Context: an optimization exercise on an open-source flow, tuned for small area and a short achievable clock period. The choices shown serve that exercise and are no tape-out recipe. Where RTL was checked, it was by simulation tests only, not by an equivalence proof against the original. The clock port is modelled as an ideal driver; clocking choices that lean on that would not hold on a real chip. No activity file was given, so power comes from the tool's default toggle rates.

==> 02-12 <==
==> flow/design.v <==
`timescale 1ns/1ps
module fifo #(
    parameter N = 32,
    parameter depth = 3  
)(
    input wire clk,
    input wire reset,
    input wire wr_en,
    input wire rd_en,
    input [N-1:0] din,
    output reg [N-1:0] dout,
    output reg full,
    output reg empty
);
    localparam DEPTH = 2**depth;
    reg [depth-1:0] wr_ptr, rd_ptr;
    reg [N-1:0] mem [0:DEPTH-1];
    wire wr_fire = wr_en & ~full;
    wire rd_fire = rd_en & ~empty;
    wire [depth-1:0] wr_ptr_inc = wr_ptr + 1'b1;
    wire [depth-1:0] rd_ptr_inc = rd_ptr + 1'b1;
    wire [DEPTH-1:0] wr_sel = {{(DEPTH-1){1'b0}}, 1'b1} << wr_ptr;
    wire [DEPTH-1:0] rd_sel = {{(DEPTH-1){1'b0}}, 1'b1} << rd_ptr;
    wire [DEPTH-1:0] rsel = rd_sel & {DEPTH{rd_fire}};
    wire hold = ~rd_fire;
    wire [N-1:0] dout_nx;
    wire [N-1:0] g0, g1, g2;
    genvar b;
    generate
        for (b = 0; b < N; b = b + 1) begin : rd
            fifo_aoi222 u0 (.a1(rsel[0]), .a2(mem[0][b]), .b1(rsel[1]), .b2(mem[1][b]),
                            .c1(rsel[2]), .c2(mem[2][b]), .y(g0[b]));
            fifo_aoi222 u1 (.a1(rsel[3]), .a2(mem[3][b]), .b1(rsel[4]), .b2(mem[4][b]),
                            .c1(rsel[5]), .c2(mem[5][b]), .y(g1[b]));
            fifo_aoi222 u2 (.a1(rsel[6]), .a2(mem[6][b]), .b1(rsel[7]), .b2(mem[7][b]),
                            .c1(hold),    .c2(dout[b]),   .y(g2[b]));
            fifo_nand3 u3 (.a(g0[b]), .b(g1[b]), .c(g2[b]), .y(dout_nx[b]));
        end
    endgenerate
    integer i;
    always @(posedge clk) begin
        for (i = 0; i < DEPTH; i = i + 1)
            if (wr_fire & wr_sel[i])
                mem[i] <= din;
    end
    always @(posedge clk or posedge reset) begin
        if (reset) begin
            wr_ptr <= 0;
            rd_ptr <= 0;
            dout   <= 0;
            full   <= 1'b0;
            empty  <= 1'b1;
        end else begin
            if (wr_fire)
                wr_ptr <= wr_ptr_inc;
            if (rd_fire)
                rd_ptr <= rd_ptr_inc;
            dout <= dout_nx;
            full  <= ~rd_fire & (full  | (wr_fire & (wr_ptr_inc == rd_ptr)));
            empty <= ~wr_fire & (empty | (rd_fire & (rd_ptr_inc == wr_ptr)));
        end
    end
endmodule
module fifo_aoi222 (
    input wire a1, a2, b1, b2, c1, c2,
    output wire y
);
    assign y = ~((a1 & a2) | (b1 & b2) | (c1 & c2));
endmodule
module fifo_nand3 (
    input wire a, b, c,
    output wire y
);
    assign y = ~(a & b & c);
endmodule
==> flow/run.sh <==
#!/bin/bash
# synth_recipe.tcl (not shown) runs the flow's synth.tcl, then flattens the netlist and writes it again
# the make line also repeats each setting of config.mk as NAME=value (left out here)
make -C /OpenROAD-flow-scripts/flow DESIGN_CONFIG=/design/flow/config.mk WORK_HOME=/design/flow/orfs CLKGATE_MAP_FILE= SYNTH_SCRIPT=/design/flow/synth_recipe.tcl finish
==> flow/config.mk <==
export PLATFORM = sky130hd
export DESIGN_NAME = fifo
export DESIGN_NICKNAME = fifo
export VERILOG_FILES = /design/flow/design.v
export SDC_FILE = /design/flow/constraint.sdc
export NUM_CORES = 4
export LEC_CHECK = 0
export CAP_MARGIN = 20
export CORE_MARGIN = 2
export CORE_UTILIZATION = 40
export SLEW_MARGIN = 20
export SYNTH_HIERARCHICAL = 1
export SYNTH_MINIMUM_KEEP_SIZE = 0
==> flow/constraint.sdc <==
create_clock -name core_clock -period 3.0 [get_ports {clk}]
set_input_delay 0.6000 -clock core_clock [delete_from_list [all_inputs] [get_ports {clk}]]
set_output_delay 0.6000 -clock core_clock [all_outputs]
set_load 0.01 [all_outputs]
==> 12-24: changes against 02-12 <==
--- a/flow/design.v
+++ b/flow/design.v
@@ -17,11 +17,11 @@
     reg [N-1:0] mem [0:DEPTH-1];
     wire wr_fire = wr_en & ~full;
     wire rd_fire = rd_en & ~empty;
-    wire [depth-1:0] wr_ptr_inc = wr_ptr + 1'b1;
-    wire [depth-1:0] rd_ptr_inc = rd_ptr + 1'b1;
-    wire [DEPTH-1:0] wr_sel = {{(DEPTH-1){1'b0}}, 1'b1} << wr_ptr;
-    wire [DEPTH-1:0] rd_sel = {{(DEPTH-1){1'b0}}, 1'b1} << rd_ptr;
-    wire [DEPTH-1:0] rsel = rd_sel & {DEPTH{rd_fire}};
+    wire [depth-1:0] wr_ptr_inc = {wr_ptr[2] ^ (wr_ptr[1] & wr_ptr[0]), wr_ptr[1] ^ wr_ptr[0], ~wr_ptr[0]};
+    wire [depth-1:0] rd_ptr_inc = {rd_ptr[2] ^ (rd_ptr[1] & rd_ptr[0]), rd_ptr[1] ^ rd_ptr[0], ~rd_ptr[0]};
+    wire [DEPTH-1:0] wsel, rsel;
+    fifo_dec3 u_wdec (.en(wr_fire), .p(wr_ptr), .y(wsel));
+    fifo_dec3 u_rdec (.en(rd_fire), .p(rd_ptr), .y(rsel));
     wire hold = ~rd_fire;
     wire [N-1:0] dout_nx;
     wire [N-1:0] g0, g1, g2;
@@ -40,7 +40,7 @@
     integer i;
     always @(posedge clk) begin
         for (i = 0; i < DEPTH; i = i + 1)
-            if (wr_fire & wr_sel[i])
+            if (wsel[i])
                 mem[i] <= din;
     end
     always @(posedge clk or posedge reset) begin
@@ -73,3 +73,10 @@
 );
     assign y = ~(a & b & c);
 endmodule
+module fifo_dec3 (
+    input wire en,
+    input wire [2:0] p,
+    output wire [7:0] y
+);
+    assign y = {8{en}} & (8'd1 << p);
+endmodule
--- a/flow/config.mk
+++ b/flow/config.mk
@@ -7,7 +7,9 @@
 export LEC_CHECK = 0
 export CAP_MARGIN = 20
 export CORE_MARGIN = 2
-export CORE_UTILIZATION = 40
+export CORE_UTILIZATION = 65
+export CTS_BUF_LIST = sky130_fd_sc_hd__clkbuf_8 sky130_fd_sc_hd__clkbuf_16
+export SETUP_SLACK_MARGIN = 1.3
 export SLEW_MARGIN = 20
 export SYNTH_HIERARCHICAL = 1
 export SYNTH_MINIMUM_KEEP_SIZE = 0
==> 04-23: changes against 02-12 <==
--- a/flow/config.mk
+++ b/flow/config.mk
@@ -8,6 +8,7 @@
 export CAP_MARGIN = 20
 export CORE_MARGIN = 2
 export CORE_UTILIZATION = 40
+export SETUP_SLACK_MARGIN = 1.3
 export SLEW_MARGIN = 20
 export SYNTH_HIERARCHICAL = 1
 export SYNTH_MINIMUM_KEEP_SIZE = 0
==> 08-02: changes against 02-12 <==
==> flow/design.v (replaced) <==
`timescale 1ns/1ps
module fifo #(
    parameter N = 32,
    parameter depth = 3  
)(
    input wire clk,
    input wire reset,
    input wire wr_en,
    input wire rd_en,
    input [N-1:0] din,
    output reg [N-1:0] dout, 
    output wire full,
    output wire empty
);
    reg [depth-1:0] wr_ptr, rd_ptr;
    localparam DEPTH = 2**depth;
    reg [N-1:0] mem [0:(DEPTH)-1];
    reg [depth:0] count;
    always @(posedge clk or posedge reset) begin
        if(reset) begin
            count <= 0;
            wr_ptr <= 0;
            rd_ptr <= 0;
            dout <= 0;
        end
        else begin
            if (wr_en && !full) begin
                mem[wr_ptr] <= din;
                wr_ptr <= wr_ptr + 1'b1;
            end
            if (rd_en && !empty) begin
                dout <= mem[rd_ptr];
                rd_ptr <= rd_ptr + 1'b1;
            end
            case({(rd_en && !empty), (wr_en && !full)})
                2'b10: count <= count - 1'b1;  
                2'b01: count <= count + 1'b1;  
                default: count <= count;       
            endcase
        end    
    end
    assign full = (count == DEPTH);
    assign empty = (count == 1'b0);
endmodule
--- a/flow/config.mk
+++ b/flow/config.mk
@@ -9,5 +9,3 @@
 export CORE_MARGIN = 2
 export CORE_UTILIZATION = 40
 export SLEW_MARGIN = 20
-export SYNTH_HIERARCHICAL = 1
-export SYNTH_MINIMUM_KEEP_SIZE = 0
==> comparison table <==
Gate count after technology mapping: 04-23 483; 12-24 472; 02-12 483; 08-02 663
Maximum number of pins on one net before global-route repair: 04-23 33; 12-24 41; 02-12 33; 08-02 69
Mux contribution to synthesized area: 04-23 0%; 12-24 0%; 02-12 0%; 08-02 2.52%
Post-route worst hold slack: 04-23 0.414 ns; 12-24 0.465 ns; 02-12 0.417 ns; 08-02 0.475 ns
Worst ir drop on vdd: 04-23 513 µV; 12-24 722 µV; 02-12 430 µV; 08-02 649 µV
Proportion of final cell area spent on non-clock buffers: 04-23 12.1%; 12-24 8.83%; 02-12 7.85%; 08-02 7.18%
Share of synthesized cell area in and, or, nand and nor gates: 04-23 3.06%; 12-24 4.02%; 02-12 3.06%; 08-02 4.42%
Internal power contribution: 04-23 8.83 mW; 12-24 8.25 mW; 02-12 8.82 mW; 08-02 8.88 mW
Multi-input gate area in the final layout: 04-23 0.00175 mm²; 12-24 0.00156 mm²; 02-12 0.00153 mm²; 08-02 0.00239 mm²
Sort of element at the end of the critical path: 04-23 flop; 12-24 flop; 02-12 output port; 08-02 flop
Sw frac: 04-23 28.5%; 12-24 27.7%; 02-12 26.1%; 08-02 31.7%
Status: 04-23 finished clean; 12-24 finished clean; 02-12 finished clean; 08-02 finished clean
Met2 wire length: 04-23 14.8 mm; 12-24 11.7 mm; 02-12 11.7 mm; 08-02 12.7 mm
Capture instance of the worst register-to-register path: 04-23 dout[20]; 12-24 dout[10]; 02-12 dout[5]; 08-02 count[3]
Sequential cell area share: 04-23 64.6%; 12-24 69.4%; 02-12 68.2%; 08-02 64.7%
Non-CTS inverters: 04-23 8; 12-24 3; 02-12 8; 08-02 9
The RTL of 12-24 was laid out without a check of its function.

* * *

==> job 3071 <==
fifo, a different RTL version from the one above (not shown whole).
==> module fifo, before the edit <==
module fifo #(
    parameter N = 32,
    parameter depth = 3  
)(
    input wire clk,
    input wire reset,
    input wire wr_en,
    input wire rd_en,
    input [N-1:0] din,
    output reg [N-1:0] dout,
    output reg full,
    output wire empty
);
    localparam DEPTH = 2**depth;
    reg [DEPTH-1:0] wr_oh, rd_oh;    
    reg [N-1:0] mem [0:DEPTH-1];
    reg nempty;
    assign empty = ~nempty;
    wire wr_fire = wr_en & ~full;
    wire rd_fire = rd_en & nempty;
    wire rd_fire_n = ~rd_fire;
    wire [DEPTH-1:0] wsel = wr_oh & {DEPTH{wr_fire}};
    wire [DEPTH-1:0] rsel = rd_oh & {DEPTH{rd_fire}};
    wire [DEPTH-1:0] wr_oh_inc = {wr_oh[DEPTH-2:0], wr_oh[DEPTH-1]};
    wire [DEPTH-1:0] rd_oh_inc = {rd_oh[DEPTH-2:0], rd_oh[DEPTH-1]};
    wire [N-1:0] dout_nx;
    wire [N-1:0] g0, g1, g2;
    genvar b;
    generate
        for (b = 0; b < N; b = b + 1) begin : rd
            fifo_aoi222 u0 (.a1(rsel[0]), .a2(mem[0][b]), .b1(rsel[1]), .b2(mem[1][b]),
                            .c1(rsel[2]), .c2(mem[2][b]), .y(g0[b]));
            fifo_aoi222 u1 (.a1(rsel[3]), .a2(mem[3][b]), .b1(rsel[4]), .b2(mem[4][b]),
                            .c1(rsel[5]), .c2(mem[5][b]), .y(g1[b]));
            fifo_aoi222 u2 (.a1(rsel[6]), .a2(mem[6][b]), .b1(rsel[7]), .b2(mem[7][b]),
                            .c1(rd_fire_n), .c2(dout[b]), .y(g2[b]));
            fifo_nand3 u3 (.a(g0[b]), .b(g1[b]), .c(g2[b]), .y(dout_nx[b]));
        end
    endgenerate
    integer i;
    always @(posedge clk) begin
        for (i = 0; i < DEPTH; i = i + 1)
            if (wsel[i])
                mem[i] <= din;
    end
    wire w_meets = |(wr_oh_inc & rd_oh);
    wire r_meets = |(rd_oh_inc & wr_oh);
    wire full_nx  = ~rd_fire & (full | (wr_fire & w_meets));
    wire empty_nx = ~wr_fire & (~nempty | (rd_fire & r_meets));
    always @(posedge clk or posedge reset) begin
        if (reset) begin
            wr_oh  <= {{(DEPTH-1){1'b0}}, 1'b1};
            rd_oh  <= {{(DEPTH-1){1'b0}}, 1'b1};
            dout   <= 0;
            full   <= 1'b0;
            nempty <= 1'b0;
        end else begin
            if (wr_fire)
                wr_oh <= wr_oh_inc;
            if (rd_fire)
                rd_oh <= rd_oh_inc;
            dout   <= dout_nx;
            full   <= full_nx;
            nempty <= ~empty_nx;
        end
    end
endmodule
Settings: LEC_CHECK=0, CAP_MARGIN=20, CORE_MARGIN=2, CORE_UTILIZATION=40, CTS_CLUSTER_DIAMETER=100, CTS_CLUSTER_SIZE=30, SETUP_SLACK_MARGIN=1.35, SLEW_MARGIN=20, SYNTH_HIERARCHICAL=1, SYNTH_MINIMUM_KEEP_SIZE=0; clock period 3.0 ns.
standard.sh (not shown) runs the stock make flow with config.mk's settings and CLKGATE_MAP_FILE= SYNTH_SCRIPT=/design/flow/synth_recipe.tcl, a recipe that flattens the netlist after the stock synthesis.
==> flow/flow/run.sh <==
#!/bin/bash
# Own layout flow: the standard synthesis unchanged, then the standard ORFS
# layout with smaller port buffers, without the delay buffer cells, and with a
# clock tree one level shallower (see cts_hook.tcl).
set -euo pipefail
here=$(pwd)

bash standard.sh synth > synth.log 2>&1

platform_dont_use="sky130_fd_sc_hd__probe_p_8 sky130_fd_sc_hd__probec_p_8 sky130_fd_sc_hd__lpflow_bleeder_1 sky130_fd_sc_hd__lpflow_clkbufkapwr_1 sky130_fd_sc_hd__lpflow_clkbufkapwr_16 sky130_fd_sc_hd__lpflow_clkbufkapwr_2 sky130_fd_sc_hd__lpflow_clkbufkapwr_4 sky130_fd_sc_hd__lpflow_clkbufkapwr_8 sky130_fd_sc_hd__lpflow_clkinvkapwr_1 sky130_fd_sc_hd__lpflow_clkinvkapwr_16 sky130_fd_sc_hd__lpflow_clkinvkapwr_2 sky130_fd_sc_hd__lpflow_clkinvkapwr_4 sky130_fd_sc_hd__lpflow_clkinvkapwr_8 sky130_fd_sc_hd__lpflow_decapkapwr_12 sky130_fd_sc_hd__lpflow_decapkapwr_3 sky130_fd_sc_hd__lpflow_decapkapwr_4 sky130_fd_sc_hd__lpflow_decapkapwr_6 sky130_fd_sc_hd__lpflow_decapkapwr_8 sky130_fd_sc_hd__lpflow_inputiso0n_1 sky130_fd_sc_hd__lpflow_inputiso0p_1 sky130_fd_sc_hd__lpflow_inputiso1n_1 sky130_fd_sc_hd__lpflow_inputiso1p_1 sky130_fd_sc_hd__lpflow_inputisolatch_1 sky130_fd_sc_hd__lpflow_isobufsrc_1 sky130_fd_sc_hd__lpflow_isobufsrc_16 sky130_fd_sc_hd__lpflow_isobufsrc_2 sky130_fd_sc_hd__lpflow_isobufsrc_4 sky130_fd_sc_hd__lpflow_isobufsrc_8 sky130_fd_sc_hd__lpflow_isobufsrckapwr_16 sky130_fd_sc_hd__lpflow_lsbuf_lh_hl_isowell_tap_1 sky130_fd_sc_hd__lpflow_lsbuf_lh_hl_isowell_tap_2 sky130_fd_sc_hd__lpflow_lsbuf_lh_hl_isowell_tap_4 sky130_fd_sc_hd__lpflow_lsbuf_lh_isowell_4 sky130_fd_sc_hd__lpflow_lsbuf_lh_isowell_tap_1 sky130_fd_sc_hd__lpflow_lsbuf_lh_isowell_tap_2 sky130_fd_sc_hd__lpflow_lsbuf_lh_isowell_tap_4"
extra_dont_use="sky130_fd_sc_hd__clkdlybuf4s* sky130_fd_sc_hd__dlygate* sky130_fd_sc_hd__dlymetal*"

bash standard.sh \
  "BUFFER_PORTS_ARGS=-buffer_cell sky130_fd_sc_hd__buf_2" \
  "DONT_USE_CELLS=$platform_dont_use $extra_dont_use" \
  "PRE_CTS_TCL=$here/flow/cts_hook.tcl" \
  finish > layout.log 2>&1
==> flow/flow/cts_hook.tcl <==
# PRE_CTS hook: after TritonCTS builds the tree, replace its upper levels by
# NROOT root buffers driven straight from the clock port, each placed at the
# centre of the group of sink-cluster (leaf) buffers it drives. Every register
# still sees the same number of buffer levels (root, leaf), so the tree stays
# balanced; it only gets one level shallower.
proc rebuild_clock_roots {nroot master_name} {
  set block [ord::get_db_block]
  set db [ord::get_db]
  set master [$db findMaster $master_name]
  set port_net [$block findNet clk]
  set leaves {}
  set others {}
  foreach inst [$block getInsts] {
    set name [$inst getName]
    if {[string match "clkbuf_leaf_*" $name]} { lappend leaves $inst } elseif {[string match "clkbuf_*" $name]} { lappend others $inst }
  }
  # remove the upper levels
  foreach inst $others {
    set outIT [$inst findITerm X]; set onet [$outIT getNet]
    $outIT disconnect; [$inst findITerm A] disconnect
    odb::dbInst_destroy $inst
    if {[$onet getName] != "clk"} { odb::dbNet_destroy $onet }
  }
  # leaf locations
  set pts {}
  foreach l $leaves {
    set bb [$l getBBox]
    lappend pts [list $l [expr {([$bb xMin]+[$bb xMax])/2}] [expr {([$bb yMin]+[$bb yMax])/2}]]
  }
  # k-means on leaf locations
  set n [llength $pts]
  set cents {}
  for {set k 0} {$k < $nroot} {incr k} {
    set p [lindex [lsort -integer -index 1 $pts] [expr {int(($k + 0.5) * $n / $nroot)}]]
    lappend cents [list [lindex $p 1] [lindex $p 2]]
  }
  for {set it 0} {$it < 50} {incr it} {
    set groups {}
    for {set k 0} {$k < $nroot} {incr k} { lappend groups {} }
    foreach p $pts {
      set best 0; set bd 1e18
      for {set k 0} {$k < $nroot} {incr k} {
        set c [lindex $cents $k]
        set d [expr {abs([lindex $p 1]-[lindex $c 0]) + abs([lindex $p 2]-[lindex $c 1])}]
        if {$d < $bd} { set bd $d; set best $k }
      }
      lset groups $best [concat [lindex $groups $best] [list $p]]
    }
    set cents {}
    foreach g $groups {
      if {[llength $g] == 0} { lappend cents {0 0}; continue }
      set sx 0; set sy 0
      foreach p $g { set sx [expr {$sx + [lindex $p 1]}]; set sy [expr {$sy + [lindex $p 2]}] }
      lappend cents [list [expr {$sx / [llength $g]}] [expr {$sy / [llength $g]}]]
    }
  }
  set k 0
  foreach g $groups c $cents {
    if {[llength $g] == 0} continue
    set inst [odb::dbInst_create $block $master "clkbuf_root_$k"]
    $inst setLocation [lindex $c 0] [lindex $c 1]
    $inst setPlacementStatus PLACED
    set net [odb::dbNet_create $block "clknet_root_$k"]
    $net setSigType CLOCK
    [$inst findITerm A] connect $port_net
    [$inst findITerm X] connect $net
    foreach p $g { [[lindex $p 0] findITerm A] disconnect; [[lindex $p 0] findITerm A] connect $net }
    incr k
  }
  puts "rebuilt clock roots: $k roots over [llength $leaves] leaves"
}

rename clock_tree_synthesis my_orig_clock_tree_synthesis
proc clock_tree_synthesis {args} {
  my_orig_clock_tree_synthesis {*}$args
  rebuild_clock_roots 4 sky130_fd_sc_hd__clkbuf_16
}
==> inputs of job 9247, as changes to job 3071 <==
==> flow/design.v, changed modules only <==
module fifo #(
    parameter N = 32,
    parameter depth = 3  
)(
    input wire clk,
    input wire reset,
    input wire wr_en,
    input wire rd_en,
    input [N-1:0] din,
    output reg [N-1:0] dout,
    output reg full,
    output wire empty
);
    localparam DEPTH = 2**depth;
    reg [depth-1:0] wr_ptr, rd_ptr;
    reg [N-1:0] mem [0:DEPTH-1];
    reg nempty;
    assign empty = ~nempty;
    wire wr_fire_n = ~(wr_en & ~full);
    wire rd_fire_n = ~(rd_en & nempty);
    wire wr_fire = ~wr_fire_n;
    wire rd_fire = ~rd_fire_n;
    wire [depth-1:0] wr_ptr_inc = {wr_ptr[2] ^ (wr_ptr[1] & wr_ptr[0]), wr_ptr[1] ^ wr_ptr[0], ~wr_ptr[0]};
    wire [depth-1:0] rd_ptr_inc = {rd_ptr[2] ^ (rd_ptr[1] & rd_ptr[0]), rd_ptr[1] ^ rd_ptr[0], ~rd_ptr[0]};
    wire [DEPTH-1:0] wsel, rsel;
    fifo_dec3 u_wdec (.en_n(wr_fire_n), .p(wr_ptr), .y(wsel));
    fifo_dec3 u_rdec (.en_n(rd_fire_n), .p(rd_ptr), .y(rsel));
    wire [N-1:0] dout_nx;
    wire [N-1:0] g0, g1, g2;
    genvar b;
    generate
        for (b = 0; b < N; b = b + 1) begin : rd
            fifo_aoi222 u0 (.a1(rsel[0]), .a2(mem[0][b]), .b1(rsel[1]), .b2(mem[1][b]),
                            .c1(rsel[2]), .c2(mem[2][b]), .y(g0[b]));
            fifo_aoi222 u1 (.a1(rsel[3]), .a2(mem[3][b]), .b1(rsel[4]), .b2(mem[4][b]),
                            .c1(rsel[5]), .c2(mem[5][b]), .y(g1[b]));
            fifo_aoi222 u2 (.a1(rsel[6]), .a2(mem[6][b]), .b1(rsel[7]), .b2(mem[7][b]),
                            .c1(rd_fire_n), .c2(dout[b]), .y(g2[b]));
            fifo_nand3 u3 (.a(g0[b]), .b(g1[b]), .c(g2[b]), .y(dout_nx[b]));
        end
    endgenerate
    integer i;
    always @(posedge clk) begin
        for (i = 0; i < DEPTH; i = i + 1)
            if (wsel[i])
                mem[i] <= din;
    end
    wire full_nx  = rd_fire_n & (full | (wr_fire & (wr_ptr_inc == rd_ptr)));
    wire empty_nx = wr_fire_n & (~nempty | (rd_fire & (rd_ptr_inc == wr_ptr)));
    always @(posedge clk or posedge reset) begin
        if (reset) begin
            wr_ptr <= 0;
            rd_ptr <= 0;
            dout   <= 0;
            full   <= 1'b0;
            nempty <= 1'b0;
        end else begin
            if (wr_fire)
                wr_ptr <= wr_ptr_inc;
            if (rd_fire)
                rd_ptr <= rd_ptr_inc;
            dout   <= dout_nx;
            full   <= full_nx;
            nempty <= ~empty_nx;
        end
    end
endmodule
module fifo_dec3 (
    input wire en_n,
    input wire [2:0] p,
    output wire [7:0] y
);
    wire [2:0] pn;
    wire [3:0] lo_n;
    fifo_inv  i0 (.a(p[0]), .y(pn[0]));
    fifo_inv  i1 (.a(p[1]), .y(pn[1]));
    fifo_inv  i2 (.a(p[2]), .y(pn[2]));
    fifo_nand2 l0 (.a(pn[0]), .b(pn[1]), .y(lo_n[0]));
    fifo_nand2 l1 (.a(p[0]),  .b(pn[1]), .y(lo_n[1]));
    fifo_nand2 l2 (.a(pn[0]), .b(p[1]),  .y(lo_n[2]));
    fifo_nand2 l3 (.a(p[0]),  .b(p[1]),  .y(lo_n[3]));
    genvar k;
    generate
        for (k = 0; k < 4; k = k + 1) begin : o
            fifo_nor3 lo (.a(en_n), .b(lo_n[k]), .c(p[2]),  .y(y[k]));
            fifo_nor3 hi (.a(en_n), .b(lo_n[k]), .c(pn[2]), .y(y[k+4]));
        end
    endgenerate
endmodule
module fifo_nand2 (
    input wire a, b,
    output wire y
);
    assign y = ~(a & b);
endmodule
module fifo_nor3 (
    input wire a, b, c,
    output wire y
);
    assign y = ~(a | b | c);
endmodule
module fifo_inv (
    input wire a,
    output wire y
);
    assign y = ~a;
endmodule
--- a/flow/config.mk
+++ b/flow/config.mk
@@ -11,5 +11,5 @@
 export CTS_CLUSTER_DIAMETER = 100
 export CTS_CLUSTER_SIZE = 30
-export SETUP_SLACK_MARGIN = 1.35
+export SETUP_SLACK_MARGIN = 1.5
 export SLEW_MARGIN = 20
 export SYNTH_HIERARCHICAL = 1
==> inputs of job 7946, as changes to job 3071 <==
--- a/flow/design.v
+++ b/flow/design.v
@@ -11,5 +11,5 @@
     output reg [N-1:0] dout,
     output reg full,
-    output wire empty
+    output reg empty
 );
     localparam DEPTH = 2**depth;
@@ -17,5 +17,4 @@
     reg [N-1:0] mem [0:DEPTH-1];
     reg nempty;
-    assign empty = ~nempty;
     wire wr_fire = wr_en & ~full;
     wire rd_fire = rd_en & nempty;
@@ -56,4 +55,5 @@
             full   <= 1'b0;
             nempty <= 1'b0;
+            empty  <= 1'b1;
         end else begin
             if (wr_fire)
@@ -64,4 +64,5 @@
             full   <= full_nx;
             nempty <= ~empty_nx;
+            empty  <= empty_nx;
         end
     end
--- a/flow/flow/cts_hook.tcl
+++ b/flow/flow/cts_hook.tcl
@@ -20,4 +20,9 @@
     $outIT disconnect; [$inst findITerm A] disconnect
     odb::dbInst_destroy $inst
+    # dummy loads CTS hung on this level go with it
+    foreach it [$onet getITerms] {
+      set load [$it getInst]
+      if {[string match "clkload*" [$load getName]]} { odb::dbInst_destroy $load }
+    }
     if {[$onet getName] != "clk"} { odb::dbNet_destroy $onet }
   }
--- a/flow/config.mk
+++ b/flow/config.mk
@@ -8,9 +8,10 @@
 export CAP_MARGIN = 20
 export CORE_MARGIN = 2
-export CORE_UTILIZATION = 40
+export CORE_UTILIZATION = 55
 export CTS_CLUSTER_DIAMETER = 100
 export CTS_CLUSTER_SIZE = 30
-export SETUP_SLACK_MARGIN = 1.35
+export SETUP_SLACK_MARGIN = 1.45
 export SLEW_MARGIN = 20
 export SYNTH_HIERARCHICAL = 1
 export SYNTH_MINIMUM_KEEP_SIZE = 0
+export TNS_END_PERCENT = 5
==> inputs of job 2607, as changes to job 3071 <==
--- a/flow/design.v
+++ b/flow/design.v
@@ -11,5 +11,5 @@
     output reg [N-1:0] dout,
     output reg full,
-    output wire empty
+    output reg empty
 );
     localparam DEPTH = 2**depth;
@@ -17,5 +17,4 @@
     reg [N-1:0] mem [0:DEPTH-1];
     reg nempty;
-    assign empty = ~nempty;
     wire wr_fire = wr_en & ~full;
     wire rd_fire = rd_en & nempty;
@@ -56,4 +55,5 @@
             full   <= 1'b0;
             nempty <= 1'b0;
+            empty  <= 1'b1;
         end else begin
             if (wr_fire)
@@ -64,4 +64,5 @@
             full   <= full_nx;
             nempty <= ~empty_nx;
+            empty  <= empty_nx;
         end
     end
--- a/flow/flow/run.sh
+++ b/flow/flow/run.sh
@@ -15,3 +15,4 @@
   "DONT_USE_CELLS=$platform_dont_use $extra_dont_use" \
   "PRE_CTS_TCL=$here/flow/cts_hook.tcl" \
+  "SKIP_GATE_CLONING=1" \
   finish > layout.log 2>&1
--- a/flow/flow/cts_hook.tcl
+++ b/flow/flow/cts_hook.tcl
@@ -20,4 +20,9 @@
     $outIT disconnect; [$inst findITerm A] disconnect
     odb::dbInst_destroy $inst
+    # dummy loads CTS hung on this level go with it
+    foreach it [$onet getITerms] {
+      set load [$it getInst]
+      if {[string match "clkload*" [$load getName]]} { odb::dbInst_destroy $load }
+    }
     if {[$onet getName] != "clk"} { odb::dbNet_destroy $onet }
   }
--- a/flow/config.mk
+++ b/flow/config.mk
@@ -8,8 +8,8 @@
 export CAP_MARGIN = 20
 export CORE_MARGIN = 2
-export CORE_UTILIZATION = 40
+export CORE_UTILIZATION = 55
 export CTS_CLUSTER_DIAMETER = 100
 export CTS_CLUSTER_SIZE = 30
-export SETUP_SLACK_MARGIN = 1.35
+export SETUP_SLACK_MARGIN = 1.45
 export SLEW_MARGIN = 20
 export SYNTH_HIERARCHICAL = 1
==> comparison <==
Of job 7946 and job 9247, job 9247 has the higher wire length (gap 19%, measured against job 9247). Between job 7946 and job 9247, the lower synthesized cell count is in job 9247 (gap about 1.7%, measured against job 9247). Final cell count, lowest first: job 2607, job 7946, job 3071, job 9247. The lowest register-to-register slack belongs to job 3071, the highest to job 2607.
Function not checked in job 3071: the RTL went through the layout flow alone.

-- what the ideal ports hide --
In the flow no input, the clock included, has a driving cell. The finished layouts below were timed again as built, in two steps.
Step 1 (the two cells are an assumption about what drives the block):
set clk [get_ports {clk}]
set_driving_cell -lib_cell sky130_fd_sc_hd__clkbuf_16 $clk
set_driving_cell -lib_cell sky130_fd_sc_hd__buf_2 [delete_from_list [all_inputs] $clk]
Step 2 adds t to the input delays and takes it off the output delays; t is the mean of the earliest and latest rising clock arrival at the registers after step 1. Input paths then give back, and output paths get back, about the clock's delay inside the block.
Slacks: no drivers / after step 1 / after step 2; pairs: no drivers / after step 1.
run	t, ns	setup WS [ns]	worst hold slack (ns)	worst setup path at the end
02-12	0.589	0.743 / 0.697 / 0.480	0.417 / 0.400 / 0.469	input to register
12-24	0.573	1.044 / 1.044 / 0.511	0.465 / 0.465 / 0.465	input to register
04-23	0.578	1.002 / 1.002 / 0.547	0.414 / 0.386 / 0.476	input to register
08-02	0.583	0.327 / 0.327 / -0.010	0.475 / 0.470 / 0.475	input to register
job 3071	0.400	1.226 / 1.134 / 1.037	0.269 / 0.196 / 0.472	input to register
job 9247	0.405	1.293 / 1.232 / 0.991	0.351 / 0.280 / 0.469	input to register
job 7946	0.399	1.331 / 1.331 / 1.013	0.348 / 0.274 / 0.456	input to register
job 2607	0.392	1.382 / 1.372 / 1.048	0.362 / 0.298 / 0.457	input to register
Met with ideal ports but missed after step 2: setup timing in 08-02. For 12-24, which loses most, drivers alone change the setup slack by 0.000 ns; drivers and shift together by -0.533 ns.
